Context: an optimization exercise on an open-source flow, tuned for small area. The choices shown serve that exercise and are no tape-out recipe. Only simulation tests tie the RTL to the original design; equivalence was not proved. No driver is modelled on the clock port, so clocking that relies on it looks cheaper here than on a real chip. No activity file was given, so power comes from the tool's default toggle rates.

==> job 9309: inputs <==
Design multifunction_watch_top, start of the top module:
module multifunction_watch_top(
    input clk, reset_p,
    input [3:0] button,
    input [15:0] slide,
    output [7:0] seg,
    output [3:0] com,
    output [15:0] led,
    output buz);
clock: 10.0 ns
lec_check: 0
cap_margin: 20
core_margin: 2
core_utilization: 40
slew_margin: 20
run.sh (not shown) runs the stock make flow with config.mk's settings and CLKGATE_MAP_FILE= SYNTH_SCRIPT=/design/flow/synth_recipe.tcl, a recipe that flattens the netlist after the stock synthesis.
==> job 9965: changes against job 9309 <==
==> flow/design.v (replaced) <==
`timescale 1ns / 1ps
module multifunction_watch_top(
    input clk, reset_p,
    input [3:0] button,
    input [15:0] slide,
    output [7:0] seg,
    output [3:0] com,
    output [15:0] led,
    output buz);
    localparam [10:0] SEC_LAST = 11'b10111010011;
    localparam [4:0] CSEC_LAST = 5'b11101;
    reg [3:0] bc;
    wire bc8 = bc[3];
    wire bc1 = (bc == 4'd1);
    always @(posedge clk, posedge reset_p) begin
        if (reset_p) bc <= 0;
        else if (bc8) bc <= 0;
        else bc <= bc + 1'b1;
    end
    reg [3:0] bd, br;    
    always @(posedge clk, posedge reset_p) begin
        if (reset_p) begin
            bd <= 0;
            br <= 0;
        end
        else if (bc8) begin
            br <= button & ~bd;
            bd <= button;
        end
    end
    wire [3:0] pe = br & {4{bc1}};
    reg [1:0] mode;     
    always @(posedge clk, posedge reset_p) begin
        if (reset_p) mode <= 2'd0;
        else if (pe[3]) mode <= {mode[0], ~(mode[0] | mode[1])};
    end
    wire m_c = mode[0], m_s = mode[1], m_w = ~(mode[0] | mode[1]);
    wire [2:0] wb = pe[2:0] & {3{m_w}};
    wire [2:0] cb = pe[2:0] & {3{m_c}};
    wire [2:0] sb = pe[2:0] & {3{m_s}};
    reg set_watch;
    reg [10:0] wcnt;                 
    reg [3:0] ws1, wm1;              
    reg [2:0] ws10, wm10;            
    wire wtick = wcnt == SEC_LAST;
    wire [10:0] wcnt_n = {wcnt[9:0], ~(wcnt[10] ^ wcnt[8])};
    wire ws59 = ws10[2] & ws10[0] & ws1[3] & ws1[0];
    wire wm59 = wm10[2] & wm10[0] & wm1[3] & wm1[0];
    wire ws_inc = set_watch ? wb[1] : wtick;
    wire wm_inc = set_watch ? wb[2] : (wtick & ws59);
    always @(posedge clk, posedge reset_p) begin
        if (reset_p) begin
            set_watch <= 0;
            wcnt <= 0;
            ws1 <= 0; ws10 <= 0; wm1 <= 0; wm10 <= 0;
        end
        else begin
            if (wb[0]) set_watch <= ~set_watch;
            if (!set_watch) wcnt <= wtick ? 11'd0 : wcnt_n;
            if (ws_inc) begin
                if (ws1[3] & ws1[0]) begin
                    ws1 <= 0;
                    ws10 <= ws59 ? 3'd0 : ws10 + 1'b1;
                end
                else ws1 <= ws1 + 1'b1;
            end
            if (wm_inc) begin
                if (wm1[3] & wm1[0]) begin
                    wm1 <= 0;
                    wm10 <= wm59 ? 3'd0 : wm10 + 1'b1;
                end
                else wm1 <= wm1 + 1'b1;
            end
        end
    end
    reg dcnt, alarm;
    reg [10:0] ccnt;
    reg [4:0] cst;
    reg [3:0] cs1, cm1;
    reg [2:0] cm10;
    reg [4:0] sst;                   
    reg [3:0] ss1, sm1;              
    reg [2:0] sm10;
    wire ctick = ccnt == SEC_LAST;
    wire [10:0] ccnt_n = {ccnt[9:0], ~(ccnt[10] ^ ccnt[8])};
    wire cs_zero = (cst == 0) & (cs1 == 0);
    wire cm_zero = (cm10 == 0) & (cm1 == 0);
    wire c_zero = cs_zero & cm_zero;
    wire c_clr = slide[0] | cb[1] | cb[2];
    wire c_start = cb[0] & ~c_zero;
    wire cs_ge59 = (cst > 5) | ((cst == 5) & cs1[3] & cs1[0]);
    wire cm59 = cm10[2] & cm10[0] & cm1[3] & cm1[0];
    always @(posedge clk) begin
        if (c_start) begin
            sst <= cst; ss1 <= cs1;
            sm10 <= cm10; sm1 <= cm1;
        end
    end
    always @(posedge clk, posedge reset_p) begin
        if (reset_p) begin
            dcnt <= 0;
            alarm <= 0;
        end
        else begin
            if (c_zero & dcnt) dcnt <= 0;
            else if (c_start) dcnt <= ~dcnt;
            if (c_clr) alarm <= 0;
            else if (c_zero & dcnt) alarm <= 1;
        end
    end
    always @(posedge clk, posedge reset_p) begin
        if (reset_p) begin
            ccnt <= 0;
            cst <= 0; cs1 <= 0;
            cm10 <= 0; cm1 <= 0;
        end
        else if (dcnt) begin
            if (ctick) begin
                ccnt <= 0;
                if (cs_zero) begin
                    cst <= cm_zero ? 5'd25 : 5'd5;
                    cs1 <= cm_zero ? 4'd5 : 4'd9;
                    if (!cm_zero) begin
                        if (cm1 == 0) begin
                            cm1 <= 4'd9;
                            cm10 <= cm10 - 1'b1;
                        end
                        else cm1 <= cm1 - 1'b1;
                    end
                end
                else begin
                    if (cs1 == 0) begin
                        cs1 <= 4'd9;
                        cst <= cst - 1'b1;
                    end
                    else cs1 <= cs1 - 1'b1;
                end
            end
            else ccnt <= ccnt_n;
        end
        else if (alarm & c_clr) begin
            cst <= sst; cs1 <= ss1;
            cm10 <= sm10; cm1 <= sm1;
        end
        else begin
            if (cb[1]) begin
                if (cs_ge59) begin
                    cst <= 0; cs1 <= 0;
                end
                else if (cs1[3] & cs1[0]) begin
                    cs1 <= 0;
                    cst <= cst + 1'b1;
                end
                else cs1 <= cs1 + 1'b1;
            end
            if (cb[2]) begin
                if (cm1[3] & cm1[0]) begin
                    cm1 <= 0;
                    cm10 <= cm59 ? 3'd0 : cm10 + 1'b1;
                end
                else cm1 <= cm1 + 1'b1;
            end
        end
    end
    reg start_stop, lap;
    reg [4:0] scnt;                  
    reg [3:0] s1, c10, c1;
    reg [2:0] s10;
    reg [3:0] ls1, lc10, lc1;
    reg [2:0] ls10;
    wire stick = scnt == CSEC_LAST;
    wire [4:0] scnt_n = {scnt[3:0], ~(scnt[4] ^ scnt[2])};
    wire c99 = c10[3] & c10[0] & c1[3] & c1[0];
    wire s59 = s10[2] & s10[0] & s1[3] & s1[0];
    always @(posedge clk, posedge reset_p) begin
        if (reset_p) start_stop <= 0;
        else if (sb[0]) start_stop <= ~start_stop;
        else if (sb[2]) start_stop <= 0;
    end
    always @(posedge clk, posedge reset_p) begin
        if (reset_p) begin
            scnt <= 0;
            s1 <= 0; s10 <= 0; c10 <= 0; c1 <= 0;
        end
        else if (sb[2]) begin
            scnt <= 0;
            s1 <= 0; s10 <= 0; c10 <= 0; c1 <= 0;
        end
        else if (start_stop) begin
            if (stick) begin
                scnt <= 0;
                if (c1[3] & c1[0]) begin
                    c1 <= 0;
                    if (c99) begin
                        c10 <= 0;
                        if (s1[3] & s1[0]) begin
                            s1 <= 0;
                            s10 <= s59 ? 3'd0 : s10 + 1'b1;
                        end
                        else s1 <= s1 + 1'b1;
                    end
                    else c10 <= c10 + 1'b1;
                end
                else c1 <= c1 + 1'b1;
            end
            else scnt <= scnt_n;
        end
    end
    always @(posedge clk, posedge reset_p) begin
        if (reset_p) lap <= 0;
        else if (sb[2]) lap <= 0;
        else if (sb[1] & start_stop) lap <= ~lap;
    end
    always @(posedge clk) begin
        if (!lap) begin
            ls1 <= s1; ls10 <= s10; lc10 <= c10; lc1 <= c1;
        end
    end
    reg [6:0] fc;
    always @(posedge clk, posedge reset_p) begin
        if (reset_p) fc <= 7'd14;
        else fc <= fc + 1'b1;
    end
    assign com = ~(4'b0001 << fc[6:5]);
    wire [3:0] cs10 = (cst >= 20) ? cst - 5'd20 : (cst >= 10) ? cst - 5'd10 : cst;
    reg [3:0] dig_n;
    always @(*) begin
        case (fc[6:5])
            2'd0: dig_n = m_c ? cs1 : m_s ? lc1 : ws1;
            2'd1: dig_n = m_c ? cs10 : m_s ? lc10 : {1'b0, ws10};
            2'd2: dig_n = m_c ? cm1 : m_s ? ls1 : wm1;
            default: dig_n = {1'b0, m_c ? cm10 : m_s ? ls10 : wm10};
        endcase
    end
    reg [3:0] digit;
    always @(posedge clk, posedge reset_p) begin
        if (reset_p) digit <= 0;
        else digit <= dig_n;
    end
    wire A = digit[3], B = digit[2], C = digit[1], D = digit[0];
    wire [6:0] lit;
    assign lit[0] = A | C | (B & D) | (~B & ~D);
    assign lit[1] = ~B | (~C & ~D) | (C & D);
    assign lit[2] = B | ~C | D;
    assign lit[3] = A | (~B & ~D) | (C & ~B) | (B & ~C & D) | (C & ~D);
    assign lit[4] = (~B & ~D) | (C & ~D);
    assign lit[5] = A | (~C & ~D) | (B & ~C) | (B & ~D);
    assign lit[6] = A | (~B & C) | (B & ~C) | (C & ~D);
    wire [6:0] seg7 = ~lit;
    assign seg = {1'b1, seg7};
    assign led = {alarm, 7'd0, m_s, m_c, m_w, 3'd0, lap, start_stop};
    assign buz = alarm;
endmodule
- CTS_BUF_LIST: default -> sky130_fd_sc_hd__clkbuf_8
==> job 8463: changes against job 9309 <==
--- a/flow/design.v
+++ b/flow/design.v
@@ -4,12 +4,14 @@
     input [3:0] button,
     input [15:0] slide,
     output [7:0] seg,
     output [3:0] com,
     output [15:0] led,
     output buz);
+    localparam [10:0] SEC_LAST = 11'b10111010011;
+    localparam [4:0] CSEC_LAST = 5'b11101;
     reg [3:0] bc;
     wire bc8 = bc[3];
     wire bc1 = (bc == 4'd1);
     always @(posedge clk, posedge reset_p) begin
         if (reset_p) bc <= 0;
         else if (bc8) bc <= 0;
@@ -24,39 +26,40 @@
         else if (bc8) begin
             br <= button & ~bd;
             bd <= button;
         end
     end
     wire [3:0] pe = br & {4{bc1}};
-    reg [2:0] mode;     
-    always @(posedge clk, posedge reset_p) begin
-        if (reset_p) mode <= 3'b001;
-        else if (pe[3]) mode <= {mode[1], mode[0], mode[2]};
-    end
-    wire m_w = mode[0], m_c = mode[1], m_s = mode[2];
+    reg [1:0] mode;     
+    always @(posedge clk, posedge reset_p) begin
+        if (reset_p) mode <= 2'd0;
+        else if (pe[3]) mode <= {mode[0], ~(mode[0] | mode[1])};
+    end
+    wire m_c = mode[0], m_s = mode[1], m_w = ~(mode[0] | mode[1]);
     wire [2:0] wb = pe[2:0] & {3{m_w}};
     wire [2:0] cb = pe[2:0] & {3{m_c}};
     wire [2:0] sb = pe[2:0] & {3{m_s}};
     reg set_watch;
     reg [10:0] wcnt;                 
     reg [3:0] ws1, wm1;              
     reg [2:0] ws10, wm10;            
-    wire wtick = &{wcnt[10:6], wcnt[3:0]};
+    wire wtick = wcnt == SEC_LAST;
+    wire [10:0] wcnt_n = {wcnt[9:0], ~(wcnt[10] ^ wcnt[8])};
     wire ws59 = ws10[2] & ws10[0] & ws1[3] & ws1[0];
     wire wm59 = wm10[2] & wm10[0] & wm1[3] & wm1[0];
     wire ws_inc = set_watch ? wb[1] : wtick;
     wire wm_inc = set_watch ? wb[2] : (wtick & ws59);
     always @(posedge clk, posedge reset_p) begin
         if (reset_p) begin
             set_watch <= 0;
             wcnt <= 0;
             ws1 <= 0; ws10 <= 0; wm1 <= 0; wm10 <= 0;
         end
         else begin
             if (wb[0]) set_watch <= ~set_watch;
-            if (!set_watch) wcnt <= wtick ? 11'd0 : wcnt + 1'b1;
+            if (!set_watch) wcnt <= wtick ? 11'd0 : wcnt_n;
             if (ws_inc) begin
                 if (ws1[3] & ws1[0]) begin
                     ws1 <= 0;
                     ws10 <= ws59 ? 3'd0 : ws10 + 1'b1;
                 end
                 else ws1 <= ws1 + 1'b1;
@@ -75,13 +78,14 @@
     reg [1:0] cs100;
     reg [3:0] cs10, cs1, cm1;
     reg [2:0] cm10;
     reg [1:0] ss100;                 
     reg [3:0] ss10, ss1, sm1;        
     reg [2:0] sm10;
-    wire ctick = &{ccnt[10:6], ccnt[3:0]};
+    wire ctick = ccnt == SEC_LAST;
+    wire [10:0] ccnt_n = {ccnt[9:0], ~(ccnt[10] ^ ccnt[8])};
     wire cs_zero = (cs100 == 0) & (cs10 == 0) & (cs1 == 0);
     wire cm_zero = (cm10 == 0) & (cm1 == 0);
     wire c_zero = cs_zero & cm_zero;
     wire c_clr = slide[0] | cb[1] | cb[2];
     wire c_start = cb[0] & ~c_zero;
     wire cs_ge59 = (cs100 != 0) | (cs10 > 5) | ((cs10 == 5) & cs1[3] & cs1[0]);
@@ -134,13 +138,13 @@
                         end
                         else cs10 <= cs10 - 1'b1;
                     end
                     else cs1 <= cs1 - 1'b1;
                 end
             end
-            else ccnt <= ccnt + 1'b1;
+            else ccnt <= ccnt_n;
         end
         else if (alarm & c_clr) begin
             cs100 <= ss100; cs10 <= ss10; cs1 <= ss1;
             cm10 <= sm10; cm1 <= sm1;
         end
         else begin
@@ -164,15 +168,16 @@
         end
     end
     reg start_stop, lap;
     reg [4:0] scnt;                  
     reg [3:0] s1, c10, c1;
     reg [2:0] s10;
-    reg [3:0] ls1, lc10, lc1;        
-    reg [2:0] ls10;                  
-    wire stick = scnt[4] & scnt[1] & scnt[0];
+    reg [3:0] ls1, lc10, lc1;
+    reg [2:0] ls10;
+    wire stick = scnt == CSEC_LAST;
+    wire [4:0] scnt_n = {scnt[3:0], ~(scnt[4] ^ scnt[2])};
     wire c99 = c10[3] & c10[0] & c1[3] & c1[0];
     wire s59 = s10[2] & s10[0] & s1[3] & s1[0];
     always @(posedge clk, posedge reset_p) begin
         if (reset_p) start_stop <= 0;
         else if (sb[0]) start_stop <= ~start_stop;
         else if (sb[2]) start_stop <= 0;
@@ -200,51 +205,39 @@
                         else s1 <= s1 + 1'b1;
                     end
                     else c10 <= c10 + 1'b1;
                 end
                 else c1 <= c1 + 1'b1;
             end
-            else scnt <= scnt + 1'b1;
+            else scnt <= scnt_n;
         end
     end
     always @(posedge clk, posedge reset_p) begin
         if (reset_p) lap <= 0;
         else if (sb[2]) lap <= 0;
         else if (sb[1] & start_stop) lap <= ~lap;
     end
     always @(posedge clk) begin
-        if (sb[1] & start_stop) begin
+        if (!lap) begin
             ls1 <= s1; ls10 <= s10; lc10 <= c10; lc1 <= c1;
         end
     end
     reg [6:0] fc;
-    wire [6:0] fc_n = fc + 1'b1;
     always @(posedge clk, posedge reset_p) begin
         if (reset_p) fc <= 7'd14;
-        else fc <= fc_n;
+        else fc <= fc + 1'b1;
     end
     assign com = ~(4'b0001 << fc[6:5]);
-    reg [3:0] sw_dig;
-    wire lp = lap;
-    always @(posedge clk) begin
-        case (fc_n[6:5])
-            2'd0: sw_dig <= lp ? lc1 : c1;
-            2'd1: sw_dig <= lp ? lc10 : c10;
-            2'd2: sw_dig <= lp ? ls1 : s1;
-            default: sw_dig <= lp ? {1'b0, ls10} : {1'b0, s10};
-        endcase
-    end
     reg [3:0] dig_n;
     always @(*) begin
         case (fc[6:5])
-            2'd0: dig_n = m_c ? cs1 : ws1;
-            2'd1: dig_n = m_c ? cs10 : {1'b0, ws10};
-            2'd2: dig_n = m_c ? cm1 : wm1;
-            default: dig_n = m_c ? {1'b0, cm10} : {1'b0, wm10};
+            2'd0: dig_n = m_c ? cs1 : m_s ? lc1 : ws1;
+            2'd1: dig_n = m_c ? cs10 : m_s ? lc10 : {1'b0, ws10};
+            2'd2: dig_n = m_c ? cm1 : m_s ? ls1 : wm1;
+            default: dig_n = {1'b0, m_c ? cm10 : m_s ? ls10 : wm10};
         endcase
-        if (m_s) dig_n = sw_dig;
     end
     reg [3:0] digit;
     always @(posedge clk, posedge reset_p) begin
         if (reset_p) digit <= 0;
         else digit <= dig_n;
     end
@@ -256,9 +249,9 @@
     assign lit[3] = A | (~B & ~D) | (C & ~B) | (B & ~C & D) | (C & ~D);
     assign lit[4] = (~B & ~D) | (C & ~D);
     assign lit[5] = A | (~C & ~D) | (B & ~C) | (B & ~D);
     assign lit[6] = A | (~B & C) | (B & ~C) | (C & ~D);
     wire [6:0] seg7 = ~lit;
     assign seg = {1'b1, seg7};
-    assign led = {alarm, 7'd0, mode, 3'd0, lap, start_stop};
+    assign led = {alarm, 7'd0, m_s, m_c, m_w, 3'd0, lap, start_stop};
     assign buz = alarm;
 endmodule
==> flow/flow/run.sh (new file) <==
#!/bin/bash
# Standard ORFS layout with three changes, all in a private copy of the ORFS
# scripts: synthesis maps adders through ABC with an area-oriented ABC script,
# ports get the smallest buffer, and the clock tree is built from small
# clock buffers without dummy loads, then leaf buffers are upsized only where
# the clock slew needs it; constant outputs share one tie cell.
set -euo pipefail
here=$(pwd)
rm -rf "$here/scripts_area"
cp -r "$FLOW_HOME/scripts" "$here/scripts_area"
cp "$here/flow/abc_area.script" "$here/scripts_area/abc_speed.script"
cp "$here/flow/upsize_clk.tcl" "$here/scripts_area/upsize_clk.tcl"
sed -i 's|^log_cmd clock_tree_synthesis {\*}\$cts_args$|&\nsource $::env(SCRIPTS_DIR)/upsize_clk.tcl\nupsize_clock_buffers 0.12|' "$here/scripts_area/cts.tcl"
grep -q upsize_clock_buffers "$here/scripts_area/cts.tcl"
bash standard.sh "SCRIPTS_DIR=$here/scripts_area" "ADDER_MAP_FILE=" "SKIP_REPAIR_TIE_FANOUT=1" \
  "BUFFER_PORTS_ARGS=-buffer_cell sky130_fd_sc_hd__buf_1" \
  "CTS_ARGS=-sink_clustering_enable -repair_clock_nets -buf_list sky130_fd_sc_hd__clkbuf_2 -dont_use_dummy_load" \
  finish > "$here/make_finish.log" 2>&1
==> flow/flow/abc_area.script (new file) <==
strash
&get -n
&deepsyn -T 30
&dch -f
&nf -R 1000 -p -a
&st
&dch -f
&nf -R 1000 -p -a
&put
==> flow/flow/upsize_clk.tcl (new file) <==
# Upsize clock buffers whose output slew is over a limit (placement estimate).
proc upsize_clock_buffers { limit } {
  set order {sky130_fd_sc_hd__clkbuf_1 sky130_fd_sc_hd__clkbuf_2 sky130_fd_sc_hd__clkbuf_4 sky130_fd_sc_hd__clkbuf_8 sky130_fd_sc_hd__clkbuf_16}
  for {set pass 0} {$pass < 6} {incr pass} {
    estimate_parasitics -placement
    set changed 0
    foreach inst [get_cells *] {
      set m [get_property $inst ref_name]
      set i [lsearch $order $m]
      if {$i < 0 || $i >= [llength $order] - 1} { continue }
      set worst 0
      foreach p [get_pins -of_objects [get_nets -of_objects [get_pins -of_objects $inst -filter "direction == output"]]] {
        set s [get_property $p slew_max]
        if {$s > $worst} { set worst $s }
      }
      if {$worst > $limit} {
        replace_cell $inst [lindex $order [expr {$i + 1}]]
        incr changed
      }
    }
    puts "upsize_clock_buffers: pass $pass upsized $changed"
    if {$changed == 0} { break }
  }
}
==> flow/standard.sh (new file) <==
#!/bin/bash
# synth_recipe.tcl (not shown) runs the flow's synth.tcl, then flattens the netlist and writes it again
# the make line also repeats each setting of config.mk as NAME=value (left out here)
make -C /OpenROAD-flow-scripts/flow DESIGN_CONFIG=/design/flow/config.mk WORK_HOME=/design/flow/orfs CLKGATE_MAP_FILE= SYNTH_SCRIPT=/design/flow/synth_recipe.tcl "${@:-finish}"
removed: flow/run.sh
==> flow_metrics.py <==
metrics = {
    "global_route": {
        "grt_pass1_wl_um": 20400,
        "grtUsageMet2": 0.259,
    },
    "power": {
        "ir_worst_vdd_mv": 0.103,
    },
    "die": {
        "num_tap_cells": 184,
    },
    "final_layout": {
        "seq-cell-share": 0.562,
        "fin_cells": 768,
    },
    "status": {
        "status": "complete, no violations",
    },
}
# the run above: job 8463

==> flow_metrics.py <==
metrics = {
    "status": {
        "status": "complete, no violations",
    },
    "power": {
        "ir_worst_vdd_mv": 0.116,
        "p_leak_uw": 0.00342,
    },
    "final_layout": {
        "seq-cell-share": 0.435,
        "fin_cells": 954,
    },
    "logic_synthesis": {
        "yosys.area_share.simple": 0.165,
        "synth_most_common_cell": "dfrtp_1",
    },
    "route": {
        "wl_met2_um": 6990,
    },
    "global_route": {
        "grt_pass1_wl_um": 25900,
    },
}
# the run above: job 9309

==> flow_metrics.py <==
metrics = {
    "final_layout": {
        "seq-cell-share": 0.441,
        "fin_cells": 937,
    },
    "global_route": {
        "grt_pass1_wl_um": 25900,
        "busiest_layer": "met2",
        "grtUsageMet2": 0.295,
    },
    "die": {
        "num_tap_cells": 225,
    },
    "status": {
        "status": "complete, no violations",
    },
    "power": {
        "ir_worst_vdd_mv": 0.122,
    },
}
# the run above: job 9965

==> port drivers added, routing unchanged <==
The flow's constraints put no driver on any port. The routed layouts listed below were extracted and timed again, unchanged, in two steps. Step 1 assumes that a clkbuf_16 drives the clock port and a buf_2 every other input. Step 2 also shifts input and output timing later by t, the mid clock arrival at the registers, as if the neighbouring blocks saw the same clock. Three values: ideal ports, drivers, drivers and shift; two values: the first two.
| run | shift t [ns] | setup WS [ns] | worst data-port slew with drivers (ns) |
|---|---|---|---|
| job 9309 | 0.458 | 5.942 / 5.900 / 5.957 | 0.04 |
| job 9965 | 0.483 | 5.722 / 5.683 / 6.004 | 0.04 |
| job 8463 | 0.408 | 5.137 / 5.149 / 4.741 | 0.03 |
After both steps every run listed still meets setup and hold. For job 8463, which loses most, drivers alone change the setup slack by +0.012 ns; drivers and shift together by -0.396 ns.
